This is an optimization exercise on Yosys and OpenROAD, whose aim is small area and a short achievable clock period, not a production implementation. At most, simulation tests tie the RTL to the original design; equivalence was not proved. No activity file was given, so power comes from the tool's default toggle rates.

==> build 68: inputs <==
==> flow/design.v <==
`timescale 1ns / 1ps
module adress_checker(
    input clk,
    input rst,
    input [63:0] address,          
    input [63:0] size,             
    input valid,                   
    input [3:0] start,             
    input [3:0] complete,          
    output reg [1:0] dependency    
    );
reg [63:0] address_buffer [0:3];
reg [63:0] end_address_buffer [0:3];
reg [3:0] busy;
reg [3:0] free;      
function le64;
    input [63:0] x;
    input [63:0] y;
    reg [63:0] g, p;
    integer k, w;
    begin
        g = y & ~x;
        p = y | ~x;
        g[0] = p[0];                       
        for (w = 32; w >= 1; w = w / 2)
            for (k = 0; k < w; k = k + 1) begin
                g[k] = g[2*k+1] | (p[2*k+1] & g[2*k]);
                p[k] = p[2*k+1] & p[2*k];
            end
        le64 = g[0];
    end
endfunction
function [63:0] addm1;
    input [63:0] x;
    input [63:0] y;
    reg [63:0] u, v, g, p;
    integer k, l, s;
    begin
        u = ~(x ^ y);
        v = {(x[62:0] | y[62:0]), 1'b0};
        g = u & v;
        p = u ^ v;
        for (l = 0; l < 6; l = l + 1) begin
            s = 1 << l;
            for (k = 63; k >= 0; k = k - 1)
                if ((k & s) != 0) begin
                    g[k] = g[k] | (p[k] & g[(k & ~(2*s-1)) + s - 1]);
                    p[k] = p[k] & p[(k & ~(2*s-1)) + s - 1];
                end
        end
        addm1 = (u ^ v) ^ {g[62:0], 1'b0};
    end
endfunction
wire [63:0] end_address = addm1(address, size);
reg [3:0] clash;
reg [3:0] take;
integer i;
always @(*) begin
    for (i = 0; i < 4; i = i + 1)
        clash[i] = busy[i] & le64(address, end_address_buffer[i]) & le64(address_buffer[i], end_address);
    take[0] = ~busy[0];
    take[1] = busy[0] & ~busy[1];
    take[2] = busy[0] & busy[1] & ~busy[2];
    take[3] = busy[0] & busy[1] & busy[2] & ~busy[3];
end
always @(posedge clk) begin
    for (i = 0; i < 4; i = i + 1) begin
        address_buffer[i] <= (address_buffer[i] & {64{busy[i]}}) | (address & {64{free[i]}});
        end_address_buffer[i] <= (end_address_buffer[i] & {64{busy[i]}}) | (end_address & {64{free[i]}});
    end
end
always @(posedge clk) begin
    if (~rst) begin
        busy <= 0;
        free <= 4'b1111;
        dependency <= 0;
    end
    else begin
        if (valid)
            dependency <= (&busy) ? 2'b11 : (|clash) ? 2'b01 : 2'b00;
        busy <= (busy & ~complete) | (take & {4{valid & ~|clash}});
        free <= ~((busy & ~complete) | (take & {4{valid & ~|clash}}));
    end
end
endmodule
==> flow/run.sh <==
#!/bin/bash
# synth_recipe.tcl (not shown) runs the flow's synth.tcl, then flattens the netlist and writes it again
# the make line also repeats each setting of config.mk as NAME=value (left out here)
make -C /OpenROAD-flow-scripts/flow DESIGN_CONFIG=/design/flow/config.mk WORK_HOME=/design/flow/orfs CLKGATE_MAP_FILE= SYNTH_SCRIPT=/design/flow/synth_recipe.tcl finish
==> flow/config.mk <==
export PLATFORM = sky130hd
export DESIGN_NAME = adress_checker
export DESIGN_NICKNAME = adress_checker
export VERILOG_FILES = /design/flow/design.v
export SDC_FILE = /design/flow/constraint.sdc
export NUM_CORES = 4
export LEC_CHECK = 0
export ABC_AREA = 1
export CAP_MARGIN = 20
export CORE_MARGIN = 2
export CORE_UTILIZATION = 60
export CTS_CLUSTER_DIAMETER = 100
export CTS_CLUSTER_SIZE = 30
export SETUP_SLACK_MARGIN = 1.5
export SLEW_MARGIN = 20
export TNS_END_PERCENT = 10
==> flow/constraint.sdc <==
create_clock -name core_clock -period 7.5 [get_ports {clk}]
set_input_delay 1.5000 -clock core_clock [delete_from_list [all_inputs] [get_ports {clk}]]
set_output_delay 1.5000 -clock core_clock [all_outputs]
set_load 0.01 [all_outputs]
==> trial 49 (differences from build 68) <==
==> flow/design.v, changed modules only <==
module adress_checker(
    input clk,
    input rst,
    input [63:0] address,          
    input [63:0] size,             
    input valid,                   
    input [3:0] start,             
    input [3:0] complete,          
    output reg [1:0] dependency    
    );
reg [63:0] address_buffer [0:3];
reg [63:0] end_address_buffer [0:3];
reg [3:0] busy;
reg [3:0] free;      
function cout64;
    input [63:0] g_in;
    input [63:0] p_in;
    reg [63:0] g, p;
    integer k, w;
    begin
        g = g_in;
        p = p_in;
        for (w = 32; w >= 1; w = w / 2)
            for (k = 0; k < w; k = k + 1) begin
                g[k] = g[2*k+1] | (p[2*k+1] & g[2*k]);
                p[k] = p[2*k+1] & p[2*k];
            end
        cout64 = g[0];
    end
endfunction
function le64;
    input [63:0] x;
    input [63:0] y;
    reg [63:0] g, p;
    begin
        g = y & ~x;
        p = y | ~x;
        g[0] = p[0];
        le64 = cout64(g, p);
    end
endfunction
wire [63:0] h = address ^ size;
wire [63:0] u = ~h;
wire [63:0] w = address | size;
wire [63:0] n = address & size;
reg [63:0] end_address;
reg wrap;            
always @(*) begin : adder
    reg [63:0] v, g, p;
    integer k, l, s;
    v = {w[62:0], 1'b0};
    g = u & v;
    p = u ^ v;
    for (l = 0; l < 6; l = l + 1) begin
        s = 1 << l;
        for (k = 0; k < 64; k = k + 1) if (k % (2*s) == 2*s-1) begin
            g[k] = g[k] | (p[k] & g[k-s]);
            p[k] = p[k] & p[k-s];
        end
    end
    for (l = 4; l >= 0; l = l - 1) begin
        s = 1 << l;
        for (k = 0; k < 64; k = k + 1) if (k >= 3*s-1 && k % (2*s) == s-1) begin
            g[k] = g[k] | (p[k] & g[k-s]);
            p[k] = p[k] & p[k-s];
        end
    end
    end_address = (u ^ v) ^ {g[62:0], 1'b0};
    wrap = w[63] & g[63];
end
wire zero = ~|(address | size);
function ge_end;
    input [63:0] s;
    input [63:0] h;
    input [63:0] n;
    input [63:0] w;
    input zero;
    input wrap;
    reg [63:0] t, c, g, p;
    reg co;
    begin
        t = ~(h ^ s);
        c = (s & n) | (~s & w);           
        g = {t[63:1] & c[62:0], 1'b0};
        p = {t[63:1] | c[62:0], 1'b0};
        co = cout64(g, p);
        ge_end = zero | (wrap ? (co & c[63]) : (co | c[63]));
    end
endfunction
reg [3:0] clash;
reg [3:0] take;
integer i;
always @(*) begin
    for (i = 0; i < 4; i = i + 1)
        clash[i] = busy[i] & le64(address, end_address_buffer[i]) & ge_end(address_buffer[i], h, n, w, zero, wrap);
    take[0] = ~busy[0];
    take[1] = busy[0] & ~busy[1];
    take[2] = busy[0] & busy[1] & ~busy[2];
    take[3] = busy[0] & busy[1] & busy[2] & ~busy[3];
end
always @(posedge clk) begin
    for (i = 0; i < 4; i = i + 1) begin
        address_buffer[i] <= (address_buffer[i] & {64{busy[i]}}) | (address & {64{free[i]}});
        end_address_buffer[i] <= (end_address_buffer[i] & {64{busy[i]}}) | (end_address & {64{free[i]}});
    end
end
always @(posedge clk) begin
    if (~rst) begin
        busy <= 0;
        free <= 4'b1111;
        dependency <= 0;
    end
    else begin
        if (valid)
            dependency <= (&busy) ? 2'b11 : (|clash) ? 2'b01 : 2'b00;
        busy <= (busy & ~complete) | (take & {4{valid & ~|clash}});
        free <= ~((busy & ~complete) | (take & {4{valid & ~|clash}}));
    end
end
endmodule
==> flow/flow/run.sh (new file) <==
#!/bin/bash
# Standard ORFS layout, but with the half/full adder cells marked don't-use so
# that Yosys leaves adder and comparator logic to ABC.
set -e
cp standard.sh standard_sh.txt
cat >> config.mk <<'EOF'
export DONT_USE_CELLS += sky130_fd_sc_hd__ha_1 sky130_fd_sc_hd__ha_2 sky130_fd_sc_hd__ha_4 sky130_fd_sc_hd__fa_1 sky130_fd_sc_hd__fa_2 sky130_fd_sc_hd__fa_4 sky130_fd_sc_hd__fah_1 sky130_fd_sc_hd__fahcin_1 sky130_fd_sc_hd__fahcon_1
EOF
bash standard.sh > standard.log 2>&1
==> flow/standard.sh (new file) <==
#!/bin/bash
# synth_recipe.tcl (not shown) runs the flow's synth.tcl, then flattens the netlist and writes it again
# the make line also repeats each setting of config.mk as NAME=value (left out here)
make -C /OpenROAD-flow-scripts/flow DESIGN_CONFIG=/design/flow/config.mk WORK_HOME=/design/flow/orfs CLKGATE_MAP_FILE= SYNTH_SCRIPT=/design/flow/synth_recipe.tcl "${@:-finish}"
--- a/flow/config.mk
+++ b/flow/config.mk
@@ -11,6 +11,7 @@
 export CORE_UTILIZATION = 60
 export CTS_CLUSTER_DIAMETER = 100
 export CTS_CLUSTER_SIZE = 30
-export SETUP_SLACK_MARGIN = 1.5
+export SETUP_SLACK_MARGIN = 3.0
 export SLEW_MARGIN = 20
 export TNS_END_PERCENT = 10
+export DONT_USE_CELLS += sky130_fd_sc_hd__ha_1 sky130_fd_sc_hd__ha_2 sky130_fd_sc_hd__ha_4 sky130_fd_sc_hd__fa_1 sky130_fd_sc_hd__fa_2 sky130_fd_sc_hd__fa_4 sky130_fd_sc_hd__fah_1 sky130_fd_sc_hd__fahcin_1 sky130_fd_sc_hd__fahcon_1
removed: flow/run.sh
==> notes <==
- Against build 68, the synthesized area of trial 49 is higher by 13%.
- Of trial 49 and build 68, build 68 has the higher sequential share of layout area (gap 3.9 points).
- Between trial 49 and build 68, the lower register-to-register slack is in build 68 (gap 240 ps).
- First-iteration DRC count: trial 49 is higher than build 68 (30%).
- In build 68 the combinational power is higher than in trial 49, by 13%.
- Against build 68, the power of trial 49 is smaller by about 1.7%.
- Build 68 passed the timing, DRC and antenna checks. Trial 49 produced a clean layout.
==> figures <==
Number of inverters outside the clock class in the layout: trial 49 846; build 68 820
Shortest period the worst path allows: trial 49 4304 ps; build 68 5780 ps
Maximum achievable frequency: trial 49 232.4 MHz; build 68 173.0 MHz
Result of the run: trial 49 complete, no violations; build 68 complete, no violations
Final non-filler cell area: trial 49 37110 sq um; build 68 32550 sq um
Standard cell core area: trial 49 56170 sq um; build 68 49150 sq um
Total global routing track utilization: trial 49 36.76%; build 68 33.22%
Met2 capacity usage during global routing: trial 49 60.34%; build 68 56.50%
Complex-gate fraction of the synthesized area: trial 49 21.59%; build 68 20.88%
Stages on worst setup path: trial 49 24; build 68 33
Number of antenna diodes: trial 49 1; build 68 2
Startpoint of the most critical register-to-register path: trial 49 free[2]$_SDFF_PN1_; build 68 busy[3]$_SDFF_PN0_
Worst-case hold path end point: trial 49 end_address_buffer[0][43]$_DFF_P_; build 68 address_buffer[1][0]$_DFF_P_
Worst r2r dst: trial 49 end_address_buffer[2][34]$_DFF_P_; build 68 busy[0]$_SDFF_PN0_
No functional check of the RTL was part of trial 49.

==> re-timing with driven ports <==
How much do the figures lean on ideal ports? The routed layouts below were timed once more, with nothing changed but the port constraints.
Step 1: set_driving_cell puts a clkbuf_16 on clk and a buf_2 on each other input, an assumption about the parent block.
Step 2 also shifts input and output timing later by t, the mid clock arrival at the registers, as if the neighbouring blocks saw the same clock.
a / b / c = ideal / step 1 / step 2; a / b = the first two.
run	t (ns)	slack for setup (ns)	pins driven straight from the clock port
build 68	0.633	1.720 / 1.739 / 1.106	1
trial 49	0.669	3.196 / 3.237 / 2.568	1
After both steps setup and hold are still met in every run listed. For trial 49, which loses most, drivers alone change the setup slack by +0.041 ns; drivers and shift together by -0.628 ns.
